This design comes from an exercise in tuning for small area and a short achievable clock period on the open sky130 flow, not from production work. Function was checked by simulation only, so behaviour that the tests miss may differ from the original.

<file path="flow/config.mk">
export PLATFORM = sky130hd
export DESIGN_NAME = square_extractor
export DESIGN_NICKNAME = square_extractor
export VERILOG_FILES = /design/flow/design.v
export SDC_FILE = /design/flow/constraint.sdc
export NUM_CORES = 8
export LEC_CHECK = 0
export ABC_AREA = 1
export CAP_MARGIN = 20
export CORE_MARGIN = 2
export CORE_UTILIZATION = 40
export CTS_CLUSTER_DIAMETER = 100
export CTS_CLUSTER_SIZE = 30
export SETUP_SLACK_MARGIN = 3.05
export SLEW_MARGIN = 20
</file>
<file path="flow/constraint.sdc">
create_clock -name core_clock -period 5.5 [get_ports {clk}]
set_input_delay 1.1000 -clock core_clock [delete_from_list [all_inputs] [get_ports {clk}]]
set_output_delay 1.1000 -clock core_clock [all_outputs]
set_load 0.01 [all_outputs]
</file>
<file path="flow/design.v">
module square_cell #(
	parameter J = 1
)(
	input  [J:0]   r,      
	input  [J-1:0] qn,     
	input  [1:0]   b,      
	output [J+1:0] nr,
	output [J:0]   nqn
);
	wire [J+2:0] d = {r, b} + {1'b1, qn, 2'b11};
	wire ge = ~d[J+2];
	assign nqn = {qn, ~ge};
	assign nr = ge ? d[J+1:0] : {r[J-1:0], b};
endmodule
module square_cell4 #(
	parameter J = 1
)(
	input  [J:0]   r,      
	input  [J-1:0] qn,     
	input  [3:0]   b,      
	output [J+2:0] nr,
	output [J+1:0] nqn
);
	wire [J+5:0] t = {1'b0, r, b};
	wire [J+5:0] d1 = t + {3'b111, qn, 3'b111};             
	wire [J+5:0] d2 = t + {2'b11, qn, 4'b1100};             
	wire [J+5:0] d3 = t + {3'b111, qn, 3'b000} + {2'b11, qn, 4'b1111};  
	wire ge1 = ~d1[J+5];
	wire ge2 = ~d2[J+5];
	wire ge3 = ~d3[J+5];
	assign nqn = {qn, ~ge2, ~((ge1 & ~ge2) | ge3)};
	assign nr = ge3 ? d3[J+2:0] : ge2 ? d2[J+2:0] : ge1 ? d1[J+2:0] : t[J+2:0];
endmodule
module square_extractor #(
	parameter WIDTH = 32
)(
	input clk,     
	input rst_n,   
	input din_valid,
	input [2 * WIDTH - 1:0]radicand,
	output dout_valid,
	output [WIDTH - 1:0]dout,
	output [2 * WIDTH - 1:0]remainder
);
	reg [2:0] qn3;
	reg [3:0] r3;
	always @(*)
		case (radicand[63:58])
			6'd0: begin qn3 = 3'd7; r3 = 4'd0; end
			6'd1: begin qn3 = 3'd6; r3 = 4'd0; end
			6'd2: begin qn3 = 3'd6; r3 = 4'd1; end
			6'd3: begin qn3 = 3'd6; r3 = 4'd2; end
			6'd4: begin qn3 = 3'd5; r3 = 4'd0; end
			6'd5: begin qn3 = 3'd5; r3 = 4'd1; end
			6'd6: begin qn3 = 3'd5; r3 = 4'd2; end
			6'd7: begin qn3 = 3'd5; r3 = 4'd3; end
			6'd8: begin qn3 = 3'd5; r3 = 4'd4; end
			6'd9: begin qn3 = 3'd4; r3 = 4'd0; end
			6'd10: begin qn3 = 3'd4; r3 = 4'd1; end
			6'd11: begin qn3 = 3'd4; r3 = 4'd2; end
			6'd12: begin qn3 = 3'd4; r3 = 4'd3; end
			6'd13: begin qn3 = 3'd4; r3 = 4'd4; end
			6'd14: begin qn3 = 3'd4; r3 = 4'd5; end
			6'd15: begin qn3 = 3'd4; r3 = 4'd6; end
			6'd16: begin qn3 = 3'd3; r3 = 4'd0; end
			6'd17: begin qn3 = 3'd3; r3 = 4'd1; end
			6'd18: begin qn3 = 3'd3; r3 = 4'd2; end
			6'd19: begin qn3 = 3'd3; r3 = 4'd3; end
			6'd20: begin qn3 = 3'd3; r3 = 4'd4; end
			6'd21: begin qn3 = 3'd3; r3 = 4'd5; end
			6'd22: begin qn3 = 3'd3; r3 = 4'd6; end
			6'd23: begin qn3 = 3'd3; r3 = 4'd7; end
			6'd24: begin qn3 = 3'd3; r3 = 4'd8; end
			6'd25: begin qn3 = 3'd2; r3 = 4'd0; end
			6'd26: begin qn3 = 3'd2; r3 = 4'd1; end
			6'd27: begin qn3 = 3'd2; r3 = 4'd2; end
			6'd28: begin qn3 = 3'd2; r3 = 4'd3; end
			6'd29: begin qn3 = 3'd2; r3 = 4'd4; end
			6'd30: begin qn3 = 3'd2; r3 = 4'd5; end
			6'd31: begin qn3 = 3'd2; r3 = 4'd6; end
			6'd32: begin qn3 = 3'd2; r3 = 4'd7; end
			6'd33: begin qn3 = 3'd2; r3 = 4'd8; end
			6'd34: begin qn3 = 3'd2; r3 = 4'd9; end
			6'd35: begin qn3 = 3'd2; r3 = 4'd10; end
			6'd36: begin qn3 = 3'd1; r3 = 4'd0; end
			6'd37: begin qn3 = 3'd1; r3 = 4'd1; end
			6'd38: begin qn3 = 3'd1; r3 = 4'd2; end
			6'd39: begin qn3 = 3'd1; r3 = 4'd3; end
			6'd40: begin qn3 = 3'd1; r3 = 4'd4; end
			6'd41: begin qn3 = 3'd1; r3 = 4'd5; end
			6'd42: begin qn3 = 3'd1; r3 = 4'd6; end
			6'd43: begin qn3 = 3'd1; r3 = 4'd7; end
			6'd44: begin qn3 = 3'd1; r3 = 4'd8; end
			6'd45: begin qn3 = 3'd1; r3 = 4'd9; end
			6'd46: begin qn3 = 3'd1; r3 = 4'd10; end
			6'd47: begin qn3 = 3'd1; r3 = 4'd11; end
			6'd48: begin qn3 = 3'd1; r3 = 4'd12; end
			6'd49: begin qn3 = 3'd0; r3 = 4'd0; end
			6'd50: begin qn3 = 3'd0; r3 = 4'd1; end
			6'd51: begin qn3 = 3'd0; r3 = 4'd2; end
			6'd52: begin qn3 = 3'd0; r3 = 4'd3; end
			6'd53: begin qn3 = 3'd0; r3 = 4'd4; end
			6'd54: begin qn3 = 3'd0; r3 = 4'd5; end
			6'd55: begin qn3 = 3'd0; r3 = 4'd6; end
			6'd56: begin qn3 = 3'd0; r3 = 4'd7; end
			6'd57: begin qn3 = 3'd0; r3 = 4'd8; end
			6'd58: begin qn3 = 3'd0; r3 = 4'd9; end
			6'd59: begin qn3 = 3'd0; r3 = 4'd10; end
			6'd60: begin qn3 = 3'd0; r3 = 4'd11; end
			6'd61: begin qn3 = 3'd0; r3 = 4'd12; end
			6'd62: begin qn3 = 3'd0; r3 = 4'd13; end
			6'd63: begin qn3 = 3'd0; r3 = 4'd14; end
			default: begin qn3 = 3'd0; r3 = 4'd0; end
		endcase
	wire [57:0] x3 = radicand[57:0];
	reg v_s0;
	reg [2:0] qn_s0;
	reg [3:0] r_s0;
	reg [57:0] x_s0;
	always @(posedge clk or negedge rst_n)
		if (!rst_n) v_s0 <= 1'b0;
		else v_s0 <= din_valid;
	always @(posedge clk) begin qn_s0 <= qn3; r_s0 <= r3; x_s0 <= x3; end
	wire [4:0] qn5;
	wire [5:0] r5;
	square_cell4 #(.J(3)) u_step3 (.r(r_s0), .qn(qn_s0), .b(x_s0[57:54]), .nr(r5), .nqn(qn5));
	wire [53:0] x5 = x_s0[53:0];
	reg v_s1;
	reg [4:0] qn_s1;
	reg [5:0] r_s1;
	reg [53:0] x_s1;
	always @(posedge clk or negedge rst_n)
		if (!rst_n) v_s1 <= 1'b0;
		else v_s1 <= v_s0;
	always @(posedge clk) begin qn_s1 <= qn5; r_s1 <= r5; x_s1 <= x5; end
	wire [6:0] qn7;
	wire [7:0] r7;
	square_cell4 #(.J(5)) u_step5 (.r(r_s1), .qn(qn_s1), .b(x_s1[53:50]), .nr(r7), .nqn(qn7));
	wire [49:0] x7 = x_s1[49:0];
	reg v_s2;
	reg [6:0] qn_s2;
	reg [7:0] r_s2;
	reg [49:0] x_s2;
	always @(posedge clk or negedge rst_n)
		if (!rst_n) v_s2 <= 1'b0;
		else v_s2 <= v_s1;
	always @(posedge clk) begin qn_s2 <= qn7; r_s2 <= r7; x_s2 <= x7; end
	wire [8:0] qn9;
	wire [9:0] r9;
	square_cell4 #(.J(7)) u_step7 (.r(r_s2), .qn(qn_s2), .b(x_s2[49:46]), .nr(r9), .nqn(qn9));
	wire [45:0] x9 = x_s2[45:0];
	reg v_s3;
	reg [8:0] qn_s3;
	reg [9:0] r_s3;
	reg [45:0] x_s3;
	always @(posedge clk or negedge rst_n)
		if (!rst_n) v_s3 <= 1'b0;
		else v_s3 <= v_s2;
	always @(posedge clk) begin qn_s3 <= qn9; r_s3 <= r9; x_s3 <= x9; end
	wire [10:0] qn11;
	wire [11:0] r11;
	square_cell4 #(.J(9)) u_step9 (.r(r_s3), .qn(qn_s3), .b(x_s3[45:42]), .nr(r11), .nqn(qn11));
	wire [41:0] x11 = x_s3[41:0];
	reg v_s4;
	reg [10:0] qn_s4;
	reg [11:0] r_s4;
	reg [41:0] x_s4;
	always @(posedge clk or negedge rst_n)
		if (!rst_n) v_s4 <= 1'b0;
		else v_s4 <= v_s3;
	always @(posedge clk) begin qn_s4 <= qn11; r_s4 <= r11; x_s4 <= x11; end
	wire [12:0] qn13;
	wire [13:0] r13;
	square_cell4 #(.J(11)) u_step11 (.r(r_s4), .qn(qn_s4), .b(x_s4[41:38]), .nr(r13), .nqn(qn13));
	wire [37:0] x13 = x_s4[37:0];
	reg v_s5;
	reg [12:0] qn_s5;
	reg [13:0] r_s5;
	reg [37:0] x_s5;
	always @(posedge clk or negedge rst_n)
		if (!rst_n) v_s5 <= 1'b0;
		else v_s5 <= v_s4;
	always @(posedge clk) begin qn_s5 <= qn13; r_s5 <= r13; x_s5 <= x13; end
	wire [13:0] qn14;
	wire [14:0] r14;
	square_cell #(.J(13)) u_step13 (.r(r_s5), .qn(qn_s5), .b(x_s5[37:36]), .nr(r14), .nqn(qn14));
	wire [35:0] x14 = x_s5[35:0];
	reg v_s6;
	reg [13:0] qn_s6;
	reg [14:0] r_s6;
	reg [35:0] x_s6;
	always @(posedge clk or negedge rst_n)
		if (!rst_n) v_s6 <= 1'b0;
		else v_s6 <= v_s5;
	always @(posedge clk) begin qn_s6 <= qn14; r_s6 <= r14; x_s6 <= x14; end
	wire [14:0] qn15;
	wire [15:0] r15;
	square_cell #(.J(14)) u_step14 (.r(r_s6), .qn(qn_s6), .b(x_s6[35:34]), .nr(r15), .nqn(qn15));
	wire [33:0] x15 = x_s6[33:0];
	reg v_s7;
	reg [14:0] qn_s7;
	reg [15:0] r_s7;
	reg [33:0] x_s7;
	always @(posedge clk or negedge rst_n)
		if (!rst_n) v_s7 <= 1'b0;
		else v_s7 <= v_s6;
	always @(posedge clk) begin qn_s7 <= qn15; r_s7 <= r15; x_s7 <= x15; end
	wire [15:0] qn16;
	wire [16:0] r16;
	square_cell #(.J(15)) u_step15 (.r(r_s7), .qn(qn_s7), .b(x_s7[33:32]), .nr(r16), .nqn(qn16));
	wire [31:0] x16 = x_s7[31:0];
	reg v_s8;
	reg [15:0] qn_s8;
	reg [16:0] r_s8;
	reg [31:0] x_s8;
	always @(posedge clk or negedge rst_n)
		if (!rst_n) v_s8 <= 1'b0;
		else v_s8 <= v_s7;
	always @(posedge clk) begin qn_s8 <= qn16; r_s8 <= r16; x_s8 <= x16; end
	wire [16:0] qn17;
	wire [17:0] r17;
	square_cell #(.J(16)) u_step16 (.r(r_s8), .qn(qn_s8), .b(x_s8[31:30]), .nr(r17), .nqn(qn17));
	wire [29:0] x17 = x_s8[29:0];
	reg v_s9;
	reg [16:0] qn_s9;
	reg [17:0] r_s9;
	reg [29:0] x_s9;
	always @(posedge clk or negedge rst_n)
		if (!rst_n) v_s9 <= 1'b0;
		else v_s9 <= v_s8;
	always @(posedge clk) begin qn_s9 <= qn17; r_s9 <= r17; x_s9 <= x17; end
	wire [17:0] qn18;
	wire [18:0] r18;
	square_cell #(.J(17)) u_step17 (.r(r_s9), .qn(qn_s9), .b(x_s9[29:28]), .nr(r18), .nqn(qn18));
	wire [27:0] x18 = x_s9[27:0];
	reg v_s10;
	reg [17:0] qn_s10;
	reg [18:0] r_s10;
	reg [27:0] x_s10;
	always @(posedge clk or negedge rst_n)
		if (!rst_n) v_s10 <= 1'b0;
		else v_s10 <= v_s9;
	always @(posedge clk) begin qn_s10 <= qn18; r_s10 <= r18; x_s10 <= x18; end
	wire [18:0] qn19;
	wire [19:0] r19;
	square_cell #(.J(18)) u_step18 (.r(r_s10), .qn(qn_s10), .b(x_s10[27:26]), .nr(r19), .nqn(qn19));
	wire [25:0] x19 = x_s10[25:0];
	reg v_s11;
	reg [18:0] qn_s11;
	reg [19:0] r_s11;
	reg [25:0] x_s11;
	always @(posedge clk or negedge rst_n)
		if (!rst_n) v_s11 <= 1'b0;
		else v_s11 <= v_s10;
	always @(posedge clk) begin qn_s11 <= qn19; r_s11 <= r19; x_s11 <= x19; end
	wire [19:0] qn20;
	wire [20:0] r20;
	square_cell #(.J(19)) u_step19 (.r(r_s11), .qn(qn_s11), .b(x_s11[25:24]), .nr(r20), .nqn(qn20));
	wire [23:0] x20 = x_s11[23:0];
	reg v_s12;
	reg [19:0] qn_s12;
	reg [20:0] r_s12;
	reg [23:0] x_s12;
	always @(posedge clk or negedge rst_n)
		if (!rst_n) v_s12 <= 1'b0;
		else v_s12 <= v_s11;
	always @(posedge clk) begin qn_s12 <= qn20; r_s12 <= r20; x_s12 <= x20; end
	wire [20:0] qn21;
	wire [21:0] r21;
	square_cell #(.J(20)) u_step20 (.r(r_s12), .qn(qn_s12), .b(x_s12[23:22]), .nr(r21), .nqn(qn21));
	wire [21:0] x21 = x_s12[21:0];
	reg v_s13;
	reg [20:0] qn_s13;
	reg [21:0] r_s13;
	reg [21:0] x_s13;
	always @(posedge clk or negedge rst_n)
		if (!rst_n) v_s13 <= 1'b0;
		else v_s13 <= v_s12;
	always @(posedge clk) begin qn_s13 <= qn21; r_s13 <= r21; x_s13 <= x21; end
	wire [21:0] qn22;
	wire [22:0] r22;
	square_cell #(.J(21)) u_step21 (.r(r_s13), .qn(qn_s13), .b(x_s13[21:20]), .nr(r22), .nqn(qn22));
	wire [19:0] x22 = x_s13[19:0];
	reg v_s14;
	reg [21:0] qn_s14;
	reg [22:0] r_s14;
	reg [19:0] x_s14;
	always @(posedge clk or negedge rst_n)
		if (!rst_n) v_s14 <= 1'b0;
		else v_s14 <= v_s13;
	always @(posedge clk) begin qn_s14 <= qn22; r_s14 <= r22; x_s14 <= x22; end
	wire [22:0] qn23;
	wire [23:0] r23;
	square_cell #(.J(22)) u_step22 (.r(r_s14), .qn(qn_s14), .b(x_s14[19:18]), .nr(r23), .nqn(qn23));
	wire [17:0] x23 = x_s14[17:0];
	reg v_s15;
	reg [22:0] qn_s15;
	reg [23:0] r_s15;
	reg [17:0] x_s15;
	always @(posedge clk or negedge rst_n)
		if (!rst_n) v_s15 <= 1'b0;
		else v_s15 <= v_s14;
	always @(posedge clk) begin qn_s15 <= qn23; r_s15 <= r23; x_s15 <= x23; end
	wire [23:0] qn24;
	wire [24:0] r24;
	square_cell #(.J(23)) u_step23 (.r(r_s15), .qn(qn_s15), .b(x_s15[17:16]), .nr(r24), .nqn(qn24));
	wire [15:0] x24 = x_s15[15:0];
	reg v_s16;
	reg [23:0] qn_s16;
	reg [24:0] r_s16;
	reg [15:0] x_s16;
	always @(posedge clk or negedge rst_n)
		if (!rst_n) v_s16 <= 1'b0;
		else v_s16 <= v_s15;
	always @(posedge clk) begin qn_s16 <= qn24; r_s16 <= r24; x_s16 <= x24; end
	wire [24:0] qn25;
	wire [25:0] r25;
	square_cell #(.J(24)) u_step24 (.r(r_s16), .qn(qn_s16), .b(x_s16[15:14]), .nr(r25), .nqn(qn25));
	wire [13:0] x25 = x_s16[13:0];
	reg v_s17;
	reg [24:0] qn_s17;
	reg [25:0] r_s17;
	reg [13:0] x_s17;
	always @(posedge clk or negedge rst_n)
		if (!rst_n) v_s17 <= 1'b0;
		else v_s17 <= v_s16;
	always @(posedge clk) begin qn_s17 <= qn25; r_s17 <= r25; x_s17 <= x25; end
	wire [25:0] qn26;
	wire [26:0] r26;
	square_cell #(.J(25)) u_step25 (.r(r_s17), .qn(qn_s17), .b(x_s17[13:12]), .nr(r26), .nqn(qn26));
	wire [11:0] x26 = x_s17[11:0];
	reg v_s18;
	reg [25:0] qn_s18;
	reg [26:0] r_s18;
	reg [11:0] x_s18;
	always @(posedge clk or negedge rst_n)
		if (!rst_n) v_s18 <= 1'b0;
		else v_s18 <= v_s17;
	always @(posedge clk) begin qn_s18 <= qn26; r_s18 <= r26; x_s18 <= x26; end
	wire [26:0] qn27;
	wire [27:0] r27;
	square_cell #(.J(26)) u_step26 (.r(r_s18), .qn(qn_s18), .b(x_s18[11:10]), .nr(r27), .nqn(qn27));
	wire [9:0] x27 = x_s18[9:0];
	reg v_s19;
	reg [26:0] qn_s19;
	reg [27:0] r_s19;
	reg [9:0] x_s19;
	always @(posedge clk or negedge rst_n)
		if (!rst_n) v_s19 <= 1'b0;
		else v_s19 <= v_s18;
	always @(posedge clk) begin qn_s19 <= qn27; r_s19 <= r27; x_s19 <= x27; end
	wire [27:0] qn28;
	wire [28:0] r28;
	square_cell #(.J(27)) u_step27 (.r(r_s19), .qn(qn_s19), .b(x_s19[9:8]), .nr(r28), .nqn(qn28));
	wire [7:0] x28 = x_s19[7:0];
	reg v_s20;
	reg [27:0] qn_s20;
	reg [28:0] r_s20;
	reg [7:0] x_s20;
	always @(posedge clk or negedge rst_n)
		if (!rst_n) v_s20 <= 1'b0;
		else v_s20 <= v_s19;
	always @(posedge clk) begin qn_s20 <= qn28; r_s20 <= r28; x_s20 <= x28; end
	wire [28:0] qn29;
	wire [29:0] r29;
	square_cell #(.J(28)) u_step28 (.r(r_s20), .qn(qn_s20), .b(x_s20[7:6]), .nr(r29), .nqn(qn29));
	wire [5:0] x29 = x_s20[5:0];
	reg v_s21;
	reg [28:0] qn_s21;
	reg [29:0] r_s21;
	reg [5:0] x_s21;
	always @(posedge clk or negedge rst_n)
		if (!rst_n) v_s21 <= 1'b0;
		else v_s21 <= v_s20;
	always @(posedge clk) begin qn_s21 <= qn29; r_s21 <= r29; x_s21 <= x29; end
	wire [29:0] qn30;
	wire [30:0] r30;
	square_cell #(.J(29)) u_step29 (.r(r_s21), .qn(qn_s21), .b(x_s21[5:4]), .nr(r30), .nqn(qn30));
	wire [3:0] x30 = x_s21[3:0];
	reg v_s22;
	reg [29:0] qn_s22;
	reg [30:0] r_s22;
	reg [3:0] x_s22;
	always @(posedge clk or negedge rst_n)
		if (!rst_n) v_s22 <= 1'b0;
		else v_s22 <= v_s21;
	always @(posedge clk) begin qn_s22 <= qn30; r_s22 <= r30; x_s22 <= x30; end
	wire [30:0] qn31;
	wire [31:0] r31;
	square_cell #(.J(30)) u_step30 (.r(r_s22), .qn(qn_s22), .b(x_s22[3:2]), .nr(r31), .nqn(qn31));
	wire [1:0] x31 = x_s22[1:0];
	reg v_s23;
	reg [30:0] qn_s23;
	reg [31:0] r_s23;
	reg [1:0] x_s23;
	always @(posedge clk or negedge rst_n)
		if (!rst_n) v_s23 <= 1'b0;
		else v_s23 <= v_s22;
	always @(posedge clk) begin qn_s23 <= qn31; r_s23 <= r31; x_s23 <= x31; end
	wire [31:0] qn32;
	wire [32:0] r32;
	square_cell #(.J(31)) u_step31 (.r(r_s23), .qn(qn_s23), .b(x_s23[1:0]), .nr(r32), .nqn(qn32));
	reg v_s24;
	reg [31:0] qn_s24;
	reg [32:0] r_s24;
	always @(posedge clk or negedge rst_n)
		if (!rst_n) v_s24 <= 1'b0;
		else v_s24 <= v_s23;
	always @(posedge clk) begin qn_s24 <= qn32; r_s24 <= r32; end
	assign dout_valid = v_s24;
	assign dout = ~qn_s24;
	assign remainder = {31'b0, r_s24};
endmodule
</file>
<file path="flow/run.sh">
#!/bin/bash
# synth_recipe.tcl (not shown) runs the flow's synth.tcl, then flattens the netlist and writes it again
# the make line also repeats each setting of config.mk as NAME=value (left out here)
make -C /OpenROAD-flow-scripts/flow DESIGN_CONFIG=/design/flow/config.mk WORK_HOME=/design/flow/orfs CLKGATE_MAP_FILE= SYNTH_SCRIPT=/design/flow/synth_recipe.tcl finish
</file>
==> summary.md, run 1 <==
| Metric | Value |
|---|---|
| Critical Path AT | `3.12 ns` |
| Setup TNS after final layout | `0 ns` |
| Drt total wl | `229,000 um` |
| Fin. max-slew vios | `0` |
| Cts hold-fix bufs | `0` |
| Num CTS Buffers | `74` |
| WP data required | `6.16 ns` |
| DR vias | `65,399` |
| CP max FO | `7` |
| Yosys warning total | `1` |
| Drt drc | `0` |
| H-tree levels | `3` |
| Via/cell ratio | `5.01` |
| Initial Util | `40.2%` |
| Routability Congestion | `0.956` |
| Asr flop ratio synth | `1.52%` |
| Die ar. | `197,000 um^2` |
| Area leader, netlist | `dfxtp_1` |
| Fin nets | `11,193` |
| DR pass1 iterations | `8` |
| Top cell type's share of synthesized area | `42.1%` |
| Most frequent cell after synthesis | `nand2_1` |
| Post-synthesis sequential area ratio | `42.9%` |
| Root Buffer | `clkbuf_16` |
| Pin count of the biggest net entering global routing | `35` |
| Total gr overflow | `0` |
| Port-buffer cells | `132` |
| Clk buf depth | `3` |
| Status | `timing/DRC/antenna clean` |
| Register area | `33,400 um^2` |
| Io pins | `164` |
| Final Util | `44.8%` |
| First-pass GRT wire length | `346,000 um` |
| CP startpoint kind | `flip-flop` |
| Synth Flop Type | `dfxtp_1` |
| Clock latency at the later pin of the worst-skew pair | `0.76 ns` |
| GR Util All Layers | `22.2%` |
| Syn Area/Cell | `7.51 um^2` |
| Endpoint type of the worst setup path | `flip-flop` |
| Share of layout cells above drive strength 1 | `7.36%` |
| Yosys reg bits | `1,650` |
| Hpwl dp | `180,000 um` |
| Peak Freq | `407 MHz` |
| Worst-Margin Slew | `0.904 ns` |
| Synth cell count leaders | `nand2_1 (3,502), dfxtp_1 (1,625), inv_1 (1,222)` |
| Yosys cell types | `55` |
| Wire per inst | `17.6 um` |
| Fill count | `19,439` |
| Final Cycle Share | `44.7%` |
| Die X | `444 um` |
| Multi-input combinational cell area | `41,000 um^2` |
| Initial DRC count | `5,375` |
| Final hold viol count | `0` |
| Initial antenna violation count | `7` |
| Clock sink count | `1,650` |
| Max-slew headroom | `39.6%` |
| Core area | `192,000 um^2` |
| Clk_skew | `0.0442 ns` |
| Cell row count | `161` |
| Min-Delay Path Class | `reg -> reg` |
| Cells after synthesis | `10,295` |
| Unrepaired setup endpoints after global routing | `true` |
| Die height | `444 um` |
| Crit Path Class | `reg -> reg` |
| EDFF count, synth | `0` |
| Final setup fails | `0` |
| CTS tree | `yes` |
| Vias in the first global route | `60,935` |
| Worst-path clk slew | `0.12 ns` |
| Antenna Nets Post-Route | `0` |
| Area contributors post-synth | `dfxtp_1 (42%), nand2_1 (17%), ha_1 (9.7%)` |
| Area grow syn2layout | `11.6%` |
| Post-Syn Area | `77,300 um^2` |
| Number of max-cap violations | `0` |
| Final worst path period need | `2.46 ns` |
## per-layer routing
metal	part of all wire (%)	GRT usage, %
met5	0	0
met4	2.5	5.20
met3	5.6	2.76
met2	45	36.0
met1	47	31.2
## path summary, 6_finish.rpt
check	endpoint	start	cells past startpoint	slack, ns
worst max register to register	r_s5[11]$_DFF_P_	qn_s4[2]$_DFF_P_	13	3.04
worst min register to register	x_s10[18]$_DFF_P_	x_s9[18]$_DFF_P_	0	0.30
max in group asynchronous	v_s1$_DFF_PN0_	rst_n	2	4.53
min in group asynchronous	v_s22$_DFF_PN0_	rst_n	2	0.71
worst max-delay path	r_s5[11]$_DFF_P_	qn_s4[2]$_DFF_P_	13	3.04
worst min-delay path	x_s10[18]$_DFF_P_	x_s9[18]$_DFF_P_	0	0.30
## registers in the layout (all words and copies together) (netlist names), 28 cells and up
name and flops:
x_s2 50, x_s9 30, r_s24 33, x_s3 46, x_s0 58, qn_s24 32, qn_s20 28, x_s7 34
x_s1 54, r_s20 29, x_s10 28, qn_s21 29, r_s23 32, r_s22 31, r_s19 28, x_s4 42
x_s6 36, x_s5 38, qn_s22 30, x_s8 32, r_s21 30, qn_s23 31
## what timing repair did
item                       in CTS  in global routing
buffers inserted               17                 47
gates cloned                    5                 18
resized for setup             469                387
pin swaps                      11                 73
setup endpoints to repair     542                502
## worst max-delay path, cell delays in order (launching register included)
cell and delay (ns):
dfxtp_4 0.40, fa_1 0.53, ha_4 0.32, inv_4 0.04
o21bai_1 0.19, nand3_1 0.16, nand3_4 0.17, a21oi_2 0.09
buf_6 0.16, buf_6 0.12, nand2_2 0.06, inv_2 0.03
nand2_1 0.05, nand2_1 0.05
## final cells by class
cell class              instances  area share [%]
diodes                          1         0.00290
clock buffers                  82            2.19
clock inverters                36           0.628
inverters                    1228            5.36
multi-input cells            7331            47.5
flip-flops and latches       1650            38.7
well taps                    2526            3.66
repair buffers                202            1.95
## per-stage QoR
step           worst slack [ns]  area [um^2]  hold slack [ns]  std cells
2_1_floorplan              3.13        77400            0.310      10325
3_3_place_gp               2.51        81000            0.310      12847
3_5_place_dp               2.44        81000            0.312      12850
4_1_cts                    3.02        84000            0.297      12990
5_1_grt                    2.93        86300            0.306      13055
6_report                   3.04        86300            0.297      13056
## cell usage in the layout (no fill, tap or decap), drive strengths merged, types with 15 or more instances in the layout
cell type,n
dfrtp,25
clkbuf,82
inv,1242
dfxtp,1625
nor3,89
clkdlybuf4s50,66
buf,136
a21oi,568
and2,23
nand3b,15
fa,40
o21a,17
or2,17
conb,31
nand2,3572
xnor2,63
nor2,629
ha,599
nand4,173
xor2,249
a21o,38
o21ai,302
o21bai,61
nand3,772
## cells by family after synthesis
| kind of cell | synth area share [%] |
|---|---|
| other cells | 0.00485 |
| flops | 42.9 |
| fa+ha+maj | 10.7 |
| xor+xnor | 3.55 |
| compound gates | 7.35 |
| buf+inv | 7.21 |
| simple gates | 28.3 |
==> run 2, diff against run 1 <==
--- a/flow/config.mk
+++ b/flow/config.mk
@@ -11,5 +11,5 @@
 export CORE_UTILIZATION = 40
 export CTS_CLUSTER_DIAMETER = 100
-export CTS_CLUSTER_SIZE = 30
+export CTS_CLUSTER_SIZE = 25
 export SETUP_SLACK_MARGIN = 3.05
 export SLEW_MARGIN = 20
==> run 2 against run 1 <==
Compared with the run above:
- still clean on timing, DRC and antenna
- sequential share of layout area is 0.15 points higher
- cell count hardly changed
==> summary.md, run 2 <==
| Metric | Value |
|---|---|
| Status | `timing/DRC/antenna clean` |
| CP top delay family | `adder cells` |
| Syn Area/Cell | `7.51 um^2` |
| Register area | `33,400 um^2` |
| Top reg by flops | `x_s0` |
| Slowest cell on the critical path | `fa_1` |
| Area leader, netlist | `dfxtp_1` |
| Peak Freq | `406 MHz` |
| Wire per inst | `17.5 um` |
| Total gr overflow | `0` |
| Num CTS Buffers | `84` |
| Area grow syn2layout | `11.1%` |
| Cts hold-fix bufs | `0` |
| Port-buffer cells | `132` |
| Root Buffer | `clkbuf_16` |
| Crit path buf inv count | `6` |
| Fill count | `19,459` |
| CP startpoint kind | `flip-flop` |
| Min-Delay Path Class | `reg -> reg` |
| GR Util All Layers | `22.2%` |
| Number of max-cap violations | `0` |
| CTS tree | `yes` |
| Io pins | `164` |
| Final hold viol count | `0` |
| CP max FO | `7` |
| Initial DRC count | `5,167` |
| Max incr delay on CP | `0.55 ns` |
| Asr flop ratio synth | `1.52%` |
| Die height | `444 um` |
| WP data required | `6.14 ns` |
| Fin. max-slew vios | `0` |
| Clk_skew | `0.0351 ns` |
| Worst R2R Path Depth | `13` |
| Yosys cell types | `55` |
| Drt drc | `0` |
| Drt total wl | `229,000 um` |
| Via/cell ratio | `4.99` |
| Fin Hold WS | `0.300 ns` |
| Die X | `444 um` |
| Synth Flop Type | `dfxtp_1` |
| Pin count of the biggest net entering global routing | `35` |
| Initial Util | `40.2%` |
| Final worst path period need | `2.46 ns` |
| Commonest cells after routing, fill and taps aside | `nand2_1 (3,444), dfxtp_1 (1,497), inv_1 (1,206), nand3_1 (723), nor2_1 (613)` |
| Setup TNS after final layout | `0 ns` |
| Die ar. | `197,000 um^2` |
| R2R Path Start | `qn_s4[7]$_DFF_P_` |
| Area contributors post-synth | `dfxtp_1 (42%), nand2_1 (17%), ha_1 (9.7%)` |
| Critical path depth in cells | `13` |
| Routability Congestion | `0.956` |
| Most frequent CP cell | `inv_2` |
| Crit-path cells | `inv_2, fa_1, inv_2, ha_4, inv_4, nor4_4, a21oi_2, buf_6, buf_6, nand2_2, inv_2, nand2_1, nand2_1` |
| Vias in the first global route | `61,054` |
| Share of layout cells above drive strength 1 | `6.72%` |
| Capturing point of the worst reg2reg path | `r_s5[11]$_DFF_P_` |
| Cells after synthesis | `10,295` |
| Max reg flops | `58` |
| Worst reg-to-reg setup slack | `3.04 ns` |
| Worst-Margin Slew | `0.780 ns` |
| Clock sink count | `1,650` |
| Hold Crit Depth | `0` |
| Clk buf depth | `3` |
| H-tree levels | `3` |
| Yosys warning total | `1` |
| First-pass GRT wire length | `347,000 um` |
| Max-slew headroom | `47.9%` |
| CP startpoint | `qn_s4[7]$_DFF_P_` |
| Critical Path AT | `3.10 ns` |
| DR pass1 iterations | `6` |
| Most frequent cell after synthesis | `nand2_1` |
| Clock latency at the later pin of the worst-skew pair | `0.76 ns` |
| Final setup fails | `0` |
| Final Cycle Share | `44.7%` |
| Yosys reg bits | `1,650` |
| Antenna Nets Post-Route | `0` |
| Core area | `192,000 um^2` |
| Initial antenna violation count | `6` |
| Unrepaired setup endpoints after global routing | `true` |
| Post-synthesis sequential area ratio | `42.9%` |
| Multi-input combinational cell area | `40,600 um^2` |
| DR vias | `65,154` |
| CP Capture Point | `r_s5[11]$_DFF_P_` |
| Fin nets | `11,182` |
| EDFF count, synth | `0` |
| Post-Syn Area | `77,300 um^2` |
| Commonest non-fill, non-tap cell in the layout | `nand2_1` |
| Top Registers | `x_s0 (58), x_s1 (54), x_s2 (50)` |
| Worst-path clk slew | `0.10 ns` |
| Synth cell count leaders | `nand2_1 (3,502), dfxtp_1 (1,625), inv_1 (1,222)` |
| Crit Path Class | `reg -> reg` |
| Endpoint type of the worst setup path | `flip-flop` |
| Top cell type's share of synthesized area | `42.1%` |
| Hpwl dp | `180,000 um` |
| Cell row count | `161` |
-- run 2: cell counts after synthesis --
No cell type changed its count.
-- run 2: layout make-up --
| type | instances | area share (%) |
|---|---|---|
| clock buffers | 100 | 2.61 |
| inverters | 1228 | 5.38 |
| well taps | 2526 | 3.68 |
| diodes | 3 | 0.00874 |
| clock inverters | 27 | 0.372 |
| multi-input cells | 7327 | 47.3 |
| flip-flops and latches | 1650 | 38.9 |
| repair buffers | 185 | 1.76 |
-- run 2: logic make-up (layout without fill, tap and decap cells) --
logic type                 Yosys count  after routing  synth area share, %
buffers and inverters             1367           1540                 7.21
and+or+nand+nor                   5283           5302                 28.3
xor gates and xnor gates           312            312                 3.55
DFF                               1650           1650                 42.9
adders and majority gates          639            639                 10.7
AOI/OAI and AO/OA                 1043           1043                 7.35
other                                1             34              0.00485
-- run 2: worst register-to-register path: stages, from the launching register on --
cell,delay (ns)
dfxtp_4,0.40
inv_2,0.05
fa_1,0.55
inv_2,0.05
ha_4,0.31
inv_4,0.05
nor4_4,0.36
a21oi_2,0.12
buf_6,0.16
buf_6,0.12
nand2_2,0.06
inv_2,0.03
nand2_1,0.05
nand2_1,0.05
-- run 2: worst min-delay path by stage --
| stage | from | endpoint |
|---|---|---|
| after floorplan | x_s9[0]$_DFF_P_ | x_s10[0]$_DFF_P_ |
| after global placement | x_s12[14]$_DFF_P_ | x_s13[14]$_DFF_P_ |
| after detailed placement | x_s9[11]$_DFF_P_ | x_s10[11]$_DFF_P_ |
| after CTS | x_s3[28]$_DFF_P_ | x_s4[28]$_DFF_P_ |
| after global routing | x_s1[26]$_DFF_P_ | x_s2[26]$_DFF_P_ |
| final | x_s3[29]$_DFF_P_ | x_s4[29]$_DFF_P_ |
-- run 2: repair_timing --
| item | 4_1_cts | 5_1_grt |
|---|---|---|
| cloned | 6 | 13 |
| setup endpoints to repair | 539 | 496 |
| buffers inserted | 15 | 32 |
| pin swaps | 16 | 59 |
| resized for setup | 487 | 289 |
-- run 2: stage by stage --
step | util [%] | worst slack [ns] | area, um^2 | instances
finish | 44.6 | 3.04 | 85900 | 13046
global route | 44.6 | 2.93 | 85900 | 13043
CTS | 43.7 | 3.05 | 84100 | 12998
detailed placement | 42.1 | 2.44 | 81000 | 12850
global placement | 42.1 | 2.51 | 81000 | 12847
floorplan | - | 3.13 | 77400 | 10325
-- run 2: layer usage --
layer  track usage (%)  routed length (um)  vias to the layer above
li1                  -                   -                    33175
met1              31.2              108000                    30046
met2              36.0              103000                     1685
met3              2.77               12500                      248
met4              5.61                5150                        0
met5                 0                   0                        -
==> run 3, diff against run 2 <==
--- a/flow/config.mk
+++ b/flow/config.mk
@@ -10,5 +10,5 @@
 export CORE_MARGIN = 2
 export CORE_UTILIZATION = 40
-export CTS_CLUSTER_DIAMETER = 100
+export CTS_CLUSTER_DIAMETER = 250
 export CTS_CLUSTER_SIZE = 25
 export SETUP_SLACK_MARGIN = 3.05
==> run 3 against run 2 <==
Compared with the run above:
- still clean on timing, DRC and antenna
- flip-flop and latch count did not move
- die area unchanged
- global-route usage about the same
- cell count decreased by 0.13%
- critical path depth is 4 lower
- design area shrank 0.13%
- count of clock-buffer cells in the layout down 16
- synthesized cell count did not move
- utilization fell by 0.059 points
==> summary.md, run 3 <==
| Metric | Value |
|---|---|
| Initial Util | `40.2%` |
| Asr flop ratio synth | `1.52%` |
| Commonest cells after routing, fill and taps aside | `nand2_1 (3,433), dfxtp_1 (1,499), inv_1 (1,206), nand3_1 (726), nor2_1 (608)` |
| Hpwl dp | `180,000 um` |
| Root Buffer | `clkbuf_16` |
| R2R Path Start | `r_s2[5]$_DFF_P_` |
| Total gr overflow | `0` |
| Main combinational cell family by area after synthesis | `simple AND/OR/NAND/NOR gates` |
| Port-buffer cells | `132` |
| Post-route insts no fill | `13,029` |
| Yosys warning total | `1` |
| Number of max-cap violations | `0` |
| Pin count of the biggest net entering global routing | `35` |
| CP max FO | `5` |
| Top cell type's share of synthesized area | `42.1%` |
| Synth Flop Type | `dfxtp_1` |
| Final hold viol count | `0` |
| Crit Path Class | `reg -> reg` |
| Initial antenna violation count | `7` |
| Final Cycle Share | `44.0%` |
| Drt total wl | `228,000 um` |
| Capturing point of the worst reg2reg path | `r_s3[0]$_DFF_P_` |
| Area contributors post-synth | `dfxtp_1 (42%), nand2_1 (17%), ha_1 (9.7%)` |
| Cts hold-fix bufs | `0` |
| CTS tree | `yes` |
| GR Util All Layers | `22.2%` |
| Worst-path clk slew | `0.11 ns` |
| Unrepaired setup endpoints after global routing | `true` |
| Synth cell count leaders | `nand2_1 (3,502), dfxtp_1 (1,625), inv_1 (1,222)` |
| Max reg flops | `58` |
| Xor and xnor area share after synthesis | `3.55%` |
| Area grow syn2layout | `10.9%` |
| Vias in the first global route | `60,995` |
| Yosys reg bits | `1,650` |
| H-tree levels | `3` |
| Core area | `192,000 um^2` |
| Post-Syn Area | `77,300 um^2` |
| Endpoint type of the worst setup path | `flip-flop` |
| Cell row count | `161` |
| Synth Area in Compound Gates | `7.35%` |
| Die X | `444 um` |
| Fin nets | `11,194` |
| Clk buf depth | `3` |
| Yosys cell types | `55` |
| Share of layout cells above drive strength 1 | `6.87%` |
| Commonest non-fill, non-tap cell in the layout | `nand2_1` |
| Max-slew headroom | `52.3%` |
| Syn Area/Cell | `7.51 um^2` |
| WP data required | `6.16 ns` |
| Clock latency at the later pin of the worst-skew pair | `0.75 ns` |
| First-pass GRT wire length | `346,000 um` |
| Fill count | `19,473` |
| Clock sink count | `1,650` |
| Worst-Margin Slew | `0.708 ns` |
| Final Util | `44.6%` |
| Io pins | `164` |
| Wire per inst | `17.5 um` |
| Worst reg-to-reg setup slack | `3.08 ns` |
| Most frequent cell after synthesis | `nand2_1` |
| CP startpoint kind | `flip-flop` |
| Routability Congestion | `0.956` |
| Area leader, netlist | `dfxtp_1` |
| Simple-Gate Fraction of Synth Area | `28.3%` |
| Die ar. | `197,000 um^2` |
| Via/cell ratio | `5.00` |
| Top Registers | `x_s0 (58), x_s1 (54), x_s2 (50)` |
| Hold Crit Depth | `0` |
| Clk_skew | `0.0393 ns` |
| Num CTS Buffers | `75` |
| Cells after synthesis | `10,295` |
| Fin. max-slew vios | `0` |
| EDFF count, synth | `0` |
| Peak Freq | `413 MHz` |
| Placed Instances | `12,850` |
| DR vias | `65,183` |
| Post-synthesis sequential area ratio | `42.9%` |
| Initial DRC count | `5,000` |
| Proportion of synthesized area in mux cells | `0%` |
| Setup TNS after final layout | `0 ns` |
| Critical Path AT | `3.08 ns` |
| Status | `timing/DRC/antenna clean` |
| Final worst path period need | `2.42 ns` |
| Die height | `444 um` |
| Worst R2R Path Depth | `9` |
| DR pass1 iterations | `6` |
| Min-Delay Path Class | `reg -> reg` |
| Final setup fails | `0` |
| Drt drc | `0` |
| Top reg by flops | `x_s0` |
| CP startpoint | `r_s2[5]$_DFF_P_` |
| Adder-Cell Fraction of Synth Area | `10.7%` |
| Antenna Nets Post-Route | `0` |
| CP Capture Point | `r_s3[0]$_DFF_P_` |
==> run 3: logic make-up (layout without fill, tap and decap cells) <==
group	count (synthesis)	count (layout)
xor gates and xnor gates	312	312
DFF	1650	1650
adders and majority gates	639	639
AOI/OAI and AO/OA	1043	1043
and+or+nand+nor	5283	5301
buffers and inverters	1367	1525
other	1	33
==> run 3: timing repair <==
item | CTS | global route
setup buffers | 20 | 49
cloned | 5 | 13
pin swaps | 15 | 64
setup endpoints to repair | 541 | 492
gates resized for setup | 479 | 346
==> run 3: worst max-delay path, cell delays in order (launching register included) <==
cell and delay, ns:
dfxtp_4 0.38, fa_1 0.59, ha_4 0.22, a21oi_2 0.14
nor2_1 0.06, a211oi_2 0.35, nand2_8 0.12, buf_6 0.15
a21oi_4 0.15, xor2_1 0.17
==> run 3: per-stage QoR <==
| stage | area, um^2 | setup slack, ns | hold slack, ns |
|---|---|---|---|
| 2_1_floorplan | 77400 | 3.13 | 0.310 |
| 3_3_place_gp | 81000 | 2.51 | 0.310 |
| 5_1_grt | 85700 | 2.97 | 0.324 |
| 3_5_place_dp | 81000 | 2.44 | 0.312 |
| 4_1_cts | 83700 | 3.04 | 0.317 |
| 6_report | 85800 | 3.08 | 0.315 |
==> run 3: metal layers <==
layer,vias up,track usage [%],part of all wire [%]
li1,33139,-,-
met1,30133,31.2,47
met2,1653,36.0,45
met3,258,2.73,5.5
met4,0,5.51,2.3
met5,-,0,0
==> run 3: how the worst min path moves through the flow <==
stage                            from           endpoint  slack [ns]
floorplan             x_s9[0]$_DFF_P_   x_s10[0]$_DFF_P_        0.31
global placement    x_s12[14]$_DFF_P_  x_s13[14]$_DFF_P_        0.31
detailed placement   x_s9[11]$_DFF_P_  x_s10[11]$_DFF_P_        0.31
CTS                  x_s3[41]$_DFF_P_   x_s4[41]$_DFF_P_        0.32
global route        x_s15[13]$_DFF_P_  x_s16[13]$_DFF_P_        0.32
finish               x_s3[41]$_DFF_P_   x_s4[41]$_DFF_P_        0.31
==> run 3: cell type report <==
| cell class | instances | area, um^2 | share of cell area, % |
|---|---|---|---|
| multi-input combinational | 7326 | 40800 | 47.6 |
| sequential | 1650 | 33400 | 38.9 |
| inverter | 1228 | 4620 | 5.38 |
| tap | 2526 | 3160 | 3.69 |
| clock buffer | 84 | 1930 | 2.25 |
| timing repair buffer | 207 | 1720 | 2.00 |
| clock inverter | 6 | 111 | 0.130 |
| antenna | 2 | 5.00 | 0.00584 |
==> run 4, diff against run 3 <==
--- a/flow/config.mk
+++ b/flow/config.mk
@@ -12,4 +12,4 @@
 export CTS_CLUSTER_DIAMETER = 250
 export CTS_CLUSTER_SIZE = 25
-export SETUP_SLACK_MARGIN = 3.05
+export SETUP_SLACK_MARGIN = 3.1
 export SLEW_MARGIN = 20
==> run 4 against run 3 <==
Compared with the run above:
- hold slack got worse by 0.0013 ns
- critical endpoint is now r_s5[11]$_DFF_P_
- clock skew fell by 0.0024 ns
- cell count rose by 0.37%
- still clean on timing, DRC and antenna
==> summary.md, run 4 <==
| Metric | Value |
|---|---|
| Post-route design area | `87,100 um^2` |
| Vias in the first global route | `61,235` |
| Fin. max-slew vios | `0` |
| Status | `timing/DRC/antenna clean` |
| Endpoint type of the worst setup path | `flip-flop` |
| Synth Flop Type | `dfxtp_1` |
| Io pins | `164` |
| Met3 usage | `2.69%` |
| Via/cell ratio | `5.02` |
| WP data required | `6.15 ns` |
| Post-route insts no fill | `13,077` |
| Hold Crit Depth | `0` |
| Most frequent CP cell | `nand2_1` |
| Pin count of the biggest net entering global routing | `35` |
| Clock latency at the later pin of the worst-skew pair | `0.75 ns` |
| Fill count | `19,371` |
| Peak Freq | `409 MHz` |
| GRT busiest layer | `met2` |
| Unrepaired setup endpoints after global routing | `true` |
| Placed Area | `81,000 um^2` |
| Final Cycle Share | `44.5%` |
| Commonest cells after routing, fill and taps aside | `nand2_1 (3,403), dfxtp_1 (1,468), inv_1 (1,188), nand3_1 (719), nor2_1 (592)` |
| Final hold viol count | `0` |
| Max reg flops | `58` |
| Synth cell count leaders | `nand2_1 (3,502), dfxtp_1 (1,625), inv_1 (1,222)` |
| Top Registers | `x_s0 (58), x_s1 (54), x_s2 (50)` |
| DR vias | `65,618` |
| Cells after synthesis | `10,295` |
| Yosys reg bits | `1,650` |
| Setup WS pre-CTS | `2.44 ns` |
| Initial antenna violation count | `8` |
| Setup TNS after final layout | `0 ns` |
| Crit-path cells | `fa_1, ha_1, inv_1, nor3_1, nand2_1, nand3_4, a21oi_2, buf_6, buf_6, nand2_2, inv_2, nand2_1, nand2_1` |
| Worst R2R Path Depth | `13` |
| Max incr delay on CP | `0.46 ns` |
| CTS tree | `yes` |
| Wire per inst | `17.7 um` |
| First-pass GRT wire length | `348,000 um` |
| EDFF count, synth | `0` |
| Critical Path AT | `3.10 ns` |
| Cts hold-fix bufs | `0` |
| Top reg by flops | `x_s0` |
| Multi-input combinational cell area | `41,700 um^2` |
| DR pass1 iterations | `9` |
| Core area | `192,000 um^2` |
| Die ar. | `197,000 um^2` |
| Critical path depth in cells | `13` |
| Initial DRC count | `5,227` |
| Drt total wl | `231,000 um` |
| Cell row count | `161` |
| CP startpoint kind | `flip-flop` |
| M1 GR Usage | `31.5%` |
| H-tree levels | `3` |
| Crit path buf inv count | `4` |
| Post-synthesis sequential area ratio | `42.9%` |
| Crit Path Class | `reg -> reg` |
| Drt drc | `0` |
| Initial Util | `40.2%` |
| Top cell type's share of synthesized area | `42.1%` |
| Port-buffer cells | `132` |
| Area leader, netlist | `dfxtp_1` |
| Worst-path clk slew | `0.11 ns` |
| Area contributors post-synth | `dfxtp_1 (42%), nand2_1 (17%), ha_1 (9.7%)` |
| Root Buffer | `clkbuf_16` |
| Placed Instances | `12,850` |
| Worst-Margin Slew | `0.856 ns` |
| Syn Area/Cell | `7.51 um^2` |
| PnR worst setup slack | `3.05 ns` |
| Area grow syn2layout | `12.7%` |
| Clk_skew | `0.0369 ns` |
| CP top delay family | `adder cells` |
| Commonest non-fill, non-tap cell in the layout | `nand2_1` |
| Clk buf depth | `3` |
| GR Util All Layers | `22.3%` |
| Routability Congestion | `0.956` |
| Min-Delay Path Class | `reg -> reg` |
| Antenna Nets Post-Route | `0` |
| Share of layout cells above drive strength 1 | `8.96%` |
| Slowest cell on the critical path | `dfxtp_1` |
| Final setup fails | `0` |
| Yosys warning total | `1` |
| Die X | `444 um` |
| Register area | `33,400 um^2` |
| CP max FO | `6` |
| Final worst path period need | `2.45 ns` |
| Max-slew headroom | `42.9%` |
| Yosys cell types | `55` |
| Post-Syn Area | `77,300 um^2` |
| GRT met2 Usage | `36.3%` |
| Num CTS Buffers | `75` |
| Die height | `444 um` |
| Most frequent cell after synthesis | `nand2_1` |
| Clock sink count | `1,650` |
| Number of max-cap violations | `0` |
| Hpwl dp | `180,000 um` |
| Total gr overflow | `0` |
| Fin nets | `11,239` |
| Asr flop ratio synth | `1.52%` |
-- run 4: worst register-to-register path, cell delays in order, from the launching register on --
cell,delay [ns]
dfxtp_1,0.46
fa_1,0.43
ha_1,0.35
inv_1,0.09
nor3_1,0.22
nand2_1,0.13
nand3_4,0.13
a21oi_2,0.09
buf_6,0.16
buf_6,0.12
nand2_2,0.06
inv_2,0.03
nand2_1,0.05
nand2_1,0.05
-- run 4: cell families after synthesis --
group | share of synthesized area, %
adders and majority gates | 10.7
DFF | 42.9
AOI/OAI and AO/OA | 7.35
buffers and inverters | 7.21
other | 0.00485
and+or+nand+nor | 28.3
xor gates and xnor gates | 3.55
-- run 4: timing repair --
action                                  CTS  global route
buffers inserted                         32            70
cloned                                   10            20
endpoints found under the setup margin  554           522
gates resized for setup                 567           494
pin swaps                                31           115
-- run 4: area by class of cell --
class,instances,share of cell area [%]
antenna,5,0.0144
clock buffer,84,2.22
clock inverter,6,0.128
inverter,1228,5.30
multi-input combinational,7338,47.8
sequential,1650,38.4
tap,2526,3.63
timing repair buffer,240,2.53
-- run 4: worst paths after layout --
| path | startpoint | end | slack [ns] |
|---|---|---|---|
| max | r_s4[0]$_DFF_P_ | r_s5[11]$_DFF_P_ | 3.05 |
| min | x_s1[48]$_DFF_P_ | x_s2[48]$_DFF_P_ | 0.31 |
| max reg2reg | r_s4[0]$_DFF_P_ | r_s5[11]$_DFF_P_ | 3.05 |
| min reg2reg | x_s1[48]$_DFF_P_ | x_s2[48]$_DFF_P_ | 0.31 |
| max in group asynchronous | rst_n | v_s2$_DFF_PN0_ | 4.53 |
| min in group asynchronous | rst_n | v_s24$_DFF_PN0_ | 0.72 |
-- run 4: per-layer routing --
metal  share of wire, %  wire [um]  up-vias
li1                   -          -    33250
met1                 47     108000    30305
met2                 45     104000     1792
met3                5.8      13300      271
met4                2.4       5470        0
met5                  0          0        -
-- run 4: stage by stage --
stage	util, %	hold slack, ns
final	45.3	0.314
after detailed placement	42.1	0.312
after CTS	43.8	0.317
after global placement	42.1	0.310
after floorplan	-	0.310
after global routing	45.3	0.324
==> run 5, diff against run 4 <==
--- a/flow/config.mk
+++ b/flow/config.mk
@@ -12,4 +12,4 @@
 export CTS_CLUSTER_DIAMETER = 250
 export CTS_CLUSTER_SIZE = 25
-export SETUP_SLACK_MARGIN = 3.1
+export SETUP_SLACK_MARGIN = 3.15
 export SLEW_MARGIN = 20
==> run 5 against run 4 <==
Compared with the run above:
- utilization up 0.98 points
- global-route usage up 0.35 points
- first-iteration DRC count grew 0.80%
- flip-flop and latch count unchanged
- wire length up 2.9%
- fmax grew 1.9%
- setup slack better by 0.046 ns
- synthesized cell count unchanged
==> summary.md, run 5 <==
| Metric | Value |
|---|---|
| Post-route design area | `89,000 um^2` |
| Worst-path clk slew | `0.10 ns` |
| Final hold viol count | `0` |
| CP max FO | `7` |
| Register area | `33,500 um^2` |
| Commonest non-fill, non-tap cell in the layout | `nand2_1` |
| DR vias | `66,200` |
| Area leader, netlist | `dfxtp_1` |
| Share of layout cells above drive strength 1 | `11.2%` |
| Synth cell count leaders | `nand2_1 (3,502), dfxtp_1 (1,625), inv_1 (1,222)` |
| Syn Area/Cell | `7.51 um^2` |
| Yosys warning total | `1` |
| PnR worst setup slack | `3.10 ns` |
| Critical Path AT | `3.04 ns` |
| Yosys cell types | `55` |
| Final setup fails | `0` |
| Top cell type's share of synthesized area | `42.1%` |
| DR pass1 iterations | `8` |
| Port-buffer cells | `132` |
| First-pass GRT wire length | `353,000 um` |
| Worst-Margin Slew | `0.865 ns` |
| Area contributors post-synth | `dfxtp_1 (42%), nand2_1 (17%), ha_1 (9.7%)` |
| Initial DRC count | `5,269` |
| Initial antenna violation count | `5` |
| Die ar. | `197,000 um^2` |
| GR Util All Layers | `22.7%` |
| Fin. max-slew vios | `0` |
| Hpwl dp | `182,000 um` |
| Min-Delay Path Class | `reg -> reg` |
| Status | `timing/DRC/antenna clean` |
| Top reg by flops | `x_s0` |
| Final worst path period need | `2.40 ns` |
| Fill count | `19,116` |
| Core area | `192,000 um^2` |
| Max reg flops | `58` |
| Vias in the first global route | `62,363` |
| Unrepaired setup endpoints after global routing | `true` |
| Max-slew headroom | `42.3%` |
| Clk_skew | `0.0476 ns` |
| Yosys reg bits | `1,650` |
| Pin count of the biggest net entering global routing | `31` |
| Post-Syn Area | `77,300 um^2` |
| Top Registers | `x_s0 (58), x_s1 (54), x_s2 (50)` |
| Die height | `444 um` |
| Drt drc | `0` |
| Total gr overflow | `0` |
| Cells after synthesis | `10,295` |
| Clock latency at the later pin of the worst-skew pair | `0.76 ns` |
| Final Cycle Share | `43.6%` |
| Root Buffer | `clkbuf_16` |
| Placed Area | `81,000 um^2` |
| Post-synthesis sequential area ratio | `42.9%` |
| Crit Path Class | `reg -> reg` |
| Clk buf depth | `3` |
| Routability Congestion | `0.965` |
| WP data required | `6.14 ns` |
| CTS tree | `yes` |
| Via/cell ratio | `5.04` |
| Endpoint type of the worst setup path | `flip-flop` |
| Clock sink count | `1,650` |
| Peak Freq | `417 MHz` |
| H-tree levels | `3` |
| Io pins | `164` |
| Drt total wl | `238,000 um` |
| Antenna Nets Post-Route | `0` |
| Die X | `444 um` |
| CP startpoint kind | `flip-flop` |
| Final Util | `46.3%` |
| Setup TNS after final layout | `0 ns` |
| EDFF count, synth | `0` |
| Number of max-cap violations | `0` |
| Multi-input combinational cell area | `42,900 um^2` |
| Fin nets | `11,298` |
| Most frequent cell after synthesis | `nand2_1` |
| Num CTS Buffers | `75` |
| Area grow syn2layout | `15.1%` |
| Initial Util | `40.2%` |
| Cell row count | `161` |
| Wire per inst | `18.1 um` |
| Setup WS pre-CTS | `2.31 ns` |
| Commonest cells after routing, fill and taps aside | `nand2_1 (3,382), dfxtp_1 (1,396), inv_1 (1,171), nand3_1 (710), nor2_1 (589)` |
| Asr flop ratio synth | `1.52%` |
| Cts hold-fix bufs | `0` |
| Synth Flop Type | `dfxtp_1` |
run 5: layout make-up:
class	count	share of cell area (%)
antenna	1	0.00281
clock buffer	85	2.22
clock inverter	4	0.0604
inverter	1228	5.20
multi-input combinational	7355	48.2
sequential	1650	37.7
tap	2526	3.55
timing repair buffer	282	3.10
run 5: worst max-delay path, cell delays in order (launching register included):
cell and delay [ns]:
dfxtp_4 0.36, inv_2 0.04, fa_1 0.54, inv_2 0.05, ha_4 0.25, nand4_1 0.19, nor4_4 0.26, buf_4 0.18
a21oi_4 0.10, buf_6 0.15, a21oi_2 0.10, a21oi_1 0.05
run 5: through the flow:
step	hold WS [ns]	cells
after global routing	0.324	13131
final	0.314	13131
after global placement	0.310	12845
after floorplan	0.310	10325
after detailed placement	0.312	12846
after CTS	0.320	13010
run 5: repair_timing:
action,CTS,global route
buffers inserted,58,87
endpoints found under the setup margin,573,558
pin swaps,50,125
gates resized for setup,691,668
gates cloned,17,33
run 5: cell families after synthesis:
logic type	after synthesis	share of synthesized area, %
fa+ha+maj	639	10.7
simple gates	5283	28.3
flops	1650	42.9
other cells	1	0.00485
xor+xnor	312	3.55
compound gates	1043	7.35
buf+inv	1367	7.21
run 5: worst paths after layout:
check / depth (start not counted) / startpoint / endpoint / slack [ns]
max: 11 / r_s4[8]$_DFF_P_ / r_s5[10]$_DFF_P_ / 3.10
min in group asynchronous: 1 / rst_n / v_s23$_DFF_PN0_ / 0.34
min: 0 / x_s9[19]$_DFF_P_ / x_s10[19]$_DFF_P_ / 0.31
max reg2reg: 11 / r_s4[8]$_DFF_P_ / r_s5[10]$_DFF_P_ / 3.10
min reg2reg: 0 / x_s9[19]$_DFF_P_ / x_s10[19]$_DFF_P_ / 0.31
max in group asynchronous: 1 / rst_n / v_s10$_DFF_PN0_ / 4.80
run 5: layer usage:
layer  track usage, %  vias to the layer above  part of all wire (%)
met5                0                        -                     0
met4             6.39                        0                   2.7
met3             2.28                      306                   5.3
met2             37.4                     1855                    46
met1             31.4                    30608                    47
li1                 -                    33431                     -
==> run 6, diff against run 5 <==
--- a/flow/config.mk
+++ b/flow/config.mk
@@ -10,6 +10,6 @@
 export CORE_MARGIN = 2
 export CORE_UTILIZATION = 40
-export CTS_CLUSTER_DIAMETER = 250
-export CTS_CLUSTER_SIZE = 25
-export SETUP_SLACK_MARGIN = 3.15
+export CTS_CLUSTER_DIAMETER = 150
+export CTS_CLUSTER_SIZE = 30
+export SETUP_SLACK_MARGIN = 3.05
 export SLEW_MARGIN = 20
==> run 6 against run 5 <==
Compared with the run above:
- flip-flop and latch count did not move
- die area unchanged
- setup slack got worse by 0.019 ns
- wire length is 4.0% lower
- critical path depth grew 2
- non-clock buffer count decreased by 81
- global-route usage is 0.66 points lower
- utilization decreased by 1.9 points
- synthesized cell count unchanged
- fmax decreased by 0.79%
- first-iteration DRC count down 2.4%
==> summary.md, run 6 <==
| Metric | Value |
|---|---|
| Die ar. | `197,000 um^2` |
| Asr flop ratio synth | `1.52%` |
| Final setup fails | `0` |
| Num CTS Buffers | `61` |
| Final hold viol count | `0` |
| Area leader, netlist | `dfxtp_1` |
| Hold endpoint | `x_s6[22]$_DFF_P_` |
| Min-Delay Path Class | `reg -> reg` |
| Worst R2R Path Depth | `13` |
| Vias in the first global route | `60,803` |
| Fin nets | `11,177` |
| Total gr overflow | `0` |
| Share of layout cells above drive strength 1 | `6.78%` |
| Most frequent cell after synthesis | `nand2_1` |
| Clock sink count | `1,650` |
| Via/cell ratio | `5.00` |
| First-pass GRT wire length | `345,000 um` |
| Simple-Gate Fraction of Synth Area | `28.3%` |
| R2R Path Start | `qn_s4[2]$_DFF_P_` |
| Antenna Nets Post-Route | `0` |
| Fill count | `19,544` |
| Peak Freq | `413 MHz` |
| Yosys cell types | `55` |
| Synth Flop Type | `dfxtp_1` |
| Status | `timing/DRC/antenna clean` |
| Clock latency at the later pin of the worst-skew pair | `0.78 ns` |
| Area contributors post-synth | `dfxtp_1 (42%), nand2_1 (17%), ha_1 (9.7%)` |
| Die height | `444 um` |
| Slowest cell on the critical path | `fa_1` |
| Core area | `192,000 um^2` |
| Post-synthesis sequential area ratio | `42.9%` |
| CP max FO | `6` |
| Adder-Cell Fraction of Synth Area | `10.7%` |
| Top reg by flops | `x_s0` |
| PnR worst setup slack | `3.08 ns` |
| Yosys warning total | `1` |
| Main combinational cell family by area after synthesis | `simple AND/OR/NAND/NOR gates` |
| Max reg flops | `58` |
| Final Cycle Share | `44.0%` |
| Drt total wl | `228,000 um` |
| Worst-Margin Slew | `0.735 ns` |
| Wire per inst | `17.6 um` |
| Initial antenna violation count | `7` |
| Commonest cells after routing, fill and taps aside | `nand2_1 (3,438), dfxtp_1 (1,493), inv_1 (1,194), nand3_1 (721), nor2_1 (609)` |
| Crit Path Class | `reg -> reg` |
| Initial DRC count | `5,145` |
| Worst reg-to-reg setup slack | `3.08 ns` |
| Max-slew headroom | `50.5%` |
| CTS tree | `yes` |
| DR vias | `65,034` |
| EDFF count, synth | `0` |
| Port-buffer cells | `132` |
| Top cell type's share of synthesized area | `42.1%` |
| Post-Syn Area | `77,300 um^2` |
| Pin count of the biggest net entering global routing | `35` |
| Initial Util | `40.2%` |
| Hold Crit Depth | `0` |
| GR Util All Layers | `22.0%` |
| Top Registers | `x_s0 (58), x_s1 (54), x_s2 (50)` |
| Clk_skew | `0.0331 ns` |
| Critical Path AT | `3.10 ns` |
| Unrepaired setup endpoints after global routing | `true` |
| Hpwl dp | `180,000 um` |
| Proportion of synthesized area in mux cells | `0%` |
| Final worst path period need | `2.42 ns` |
| Drt drc | `0` |
| Die X | `444 um` |
| Crit-path cells | `fa_1, ha_4, inv_2, o21bai_1, nand3_1, nand3_4, a21oi_2, buf_6, buf_6, nand2_2, inv_2, nand2_1, nand2_1` |
| Max incr delay on CP | `0.55 ns` |
| Routability Congestion | `0.956` |
| Number of max-cap violations | `0` |
| Endpoint type of the worst setup path | `flip-flop` |
| Cells after synthesis | `10,295` |
| H-tree levels | `2` |
| CP startpoint | `qn_s4[2]$_DFF_P_` |
| Worst-path clk slew | `0.12 ns` |
| Fin. max-slew vios | `0` |
| WP data required | `6.18 ns` |
| Commonest non-fill, non-tap cell in the layout | `nand2_1` |
| Yosys reg bits | `1,650` |
| Clk buf depth | `3` |
| Synth cell count leaders | `nand2_1 (3,502), dfxtp_1 (1,625), inv_1 (1,222)` |
| Setup TNS after final layout | `0 ns` |
| Xor and xnor area share after synthesis | `3.55%` |
| Setup WS pre-CTS | `2.44 ns` |
| Area grow syn2layout | `10.4%` |
| Cell row count | `161` |
| Root Buffer | `clkbuf_16` |
| Hold Path Origin | `x_s5[22]$_DFF_P_` |
| DR pass1 iterations | `6` |
| Io pins | `164` |
| Syn Area/Cell | `7.51 um^2` |
| CP startpoint kind | `flip-flop` |
| Synth Area in Compound Gates | `7.35%` |
| Capturing point of the worst reg2reg path | `r_s5[11]$_DFF_P_` |
==> run 6: worst max path at each step <==
stage	depth (start not counted)	slack, ns	endpoint
floorplan	14	3.13	r_s3[4]$_DFF_P_
global placement	10	2.51	r_s5[1]$_DFF_P_
detailed placement	10	2.44	r_s5[1]$_DFF_P_
CTS	11	3.01	r_s13[1]$_DFF_P_
global route	11	2.94	r_s5[10]$_DFF_P_
finish	13	3.08	r_s5[11]$_DFF_P_
==> run 6: cell type report <==
cell class	instances	area, um^2	share of cell area [%]
inverters	1228	4620	5.41
multi-input cells	7329	40800	47.8
clock buffers	69	1560	1.82
well taps	2526	3160	3.70
diodes	1	2.50	0.00293
clock inverters	6	58.8	0.0689
repair buffers	201	1780	2.08
flip-flops and latches	1650	33400	39.1
==> run 6: timing repair <==
item / CTS / global route
buffers inserted: 18 / 45
gates cloned: 4 / 17
hold buffers: 0 / 0
endpoints found under the setup margin: 537 / 503
resized for setup: 489 / 357
pin swaps: 10 / 71
==> run 6: layer usage <==
metal / up-vias / share of wire (%) / GRT usage [%]
li1: 33107 / - / -
met2: 1635 / 45 / 35.8
met4: 2 / 2.4 / 5.20
met3: 255 / 5.5 / 2.66
met5: - / 0.0031 / 0
met1: 30035 / 48 / 31.0
==> run 6: worst max-delay path, delay by kind of cell (launching register included) <==
family / cells / cell delay [ns]
compound gates: 2 / 0.25
fa+ha+maj: 2 / 0.87
buf+inv: 4 / 0.36
flops: 1 / 0.40
simple gates: 5 / 0.47
==> run 6: cell families (layout without fill, tap and decap cells) <==
family                   count (synthesis)  after routing
AND/OR/NAND/NOR                       5283           5304
flip-flops                            1650           1650
buffers and inverters                 1367           1504
AO/OA/AOI/OAI                         1043           1043
adder cells (fa/ha/maj)                639            639
XOR/XNOR                               312            312
other                                    1             32
==> run 6: through the flow <==
stage          util, %  area (um^2)  cells  hold WS (ns)
4_1_cts           43.3        83300  12947         0.315
3_5_place_dp      42.1        81000  12850         0.312
6_report          44.4        85400  13010         0.315
3_3_place_gp      42.1        81000  12847         0.310
2_1_floorplan        -        77400  10325         0.310
5_1_grt           44.4        85300  13009         0.329

==> what the ideal ports hide <==
How much do the figures lean on ideal ports? The routed layouts below were timed once more, with nothing changed but the port constraints.
Step 1, drivers: a clkbuf_16 drives clk and a buf_2 each remaining input, both assumed.
Step 2 also shifts input and output timing later by t, the mid clock arrival at the registers, as if the neighbouring blocks saw the same clock.
Slacks: no drivers / after step 1 / after step 2; pairs: no drivers / after step 1.
run	t (ns)	slack for setup (ns)	worst setup path after step 2	clock arrival spread, ns	worst register clock-pin slew, ns
run 1	0.817	3.043 / 3.043 / 2.634	input to register	0.057 / 0.057	0.12 / 0.12
run 2	0.818	3.039 / 3.039 / 2.644	input to register	0.045 / 0.045	0.11 / 0.11
run 3	0.816	3.077 / 3.054 / 2.644	input to register	0.042 / 0.042	0.11 / 0.11
run 4	0.816	3.054 / 3.054 / 2.643	input to register	0.043 / 0.042	0.11 / 0.11
run 5	0.821	3.100 / 3.058 / 2.578	input to register	0.053 / 0.053	0.11 / 0.11
run 6	0.839	3.081 / 3.034 / 2.644	input to register	0.043 / 0.043	0.12 / 0.12
After both steps every run listed still meets setup and hold. The setup slack of run 5, which loses most, moves by -0.042 ns with the drivers and by -0.522 ns with both steps.
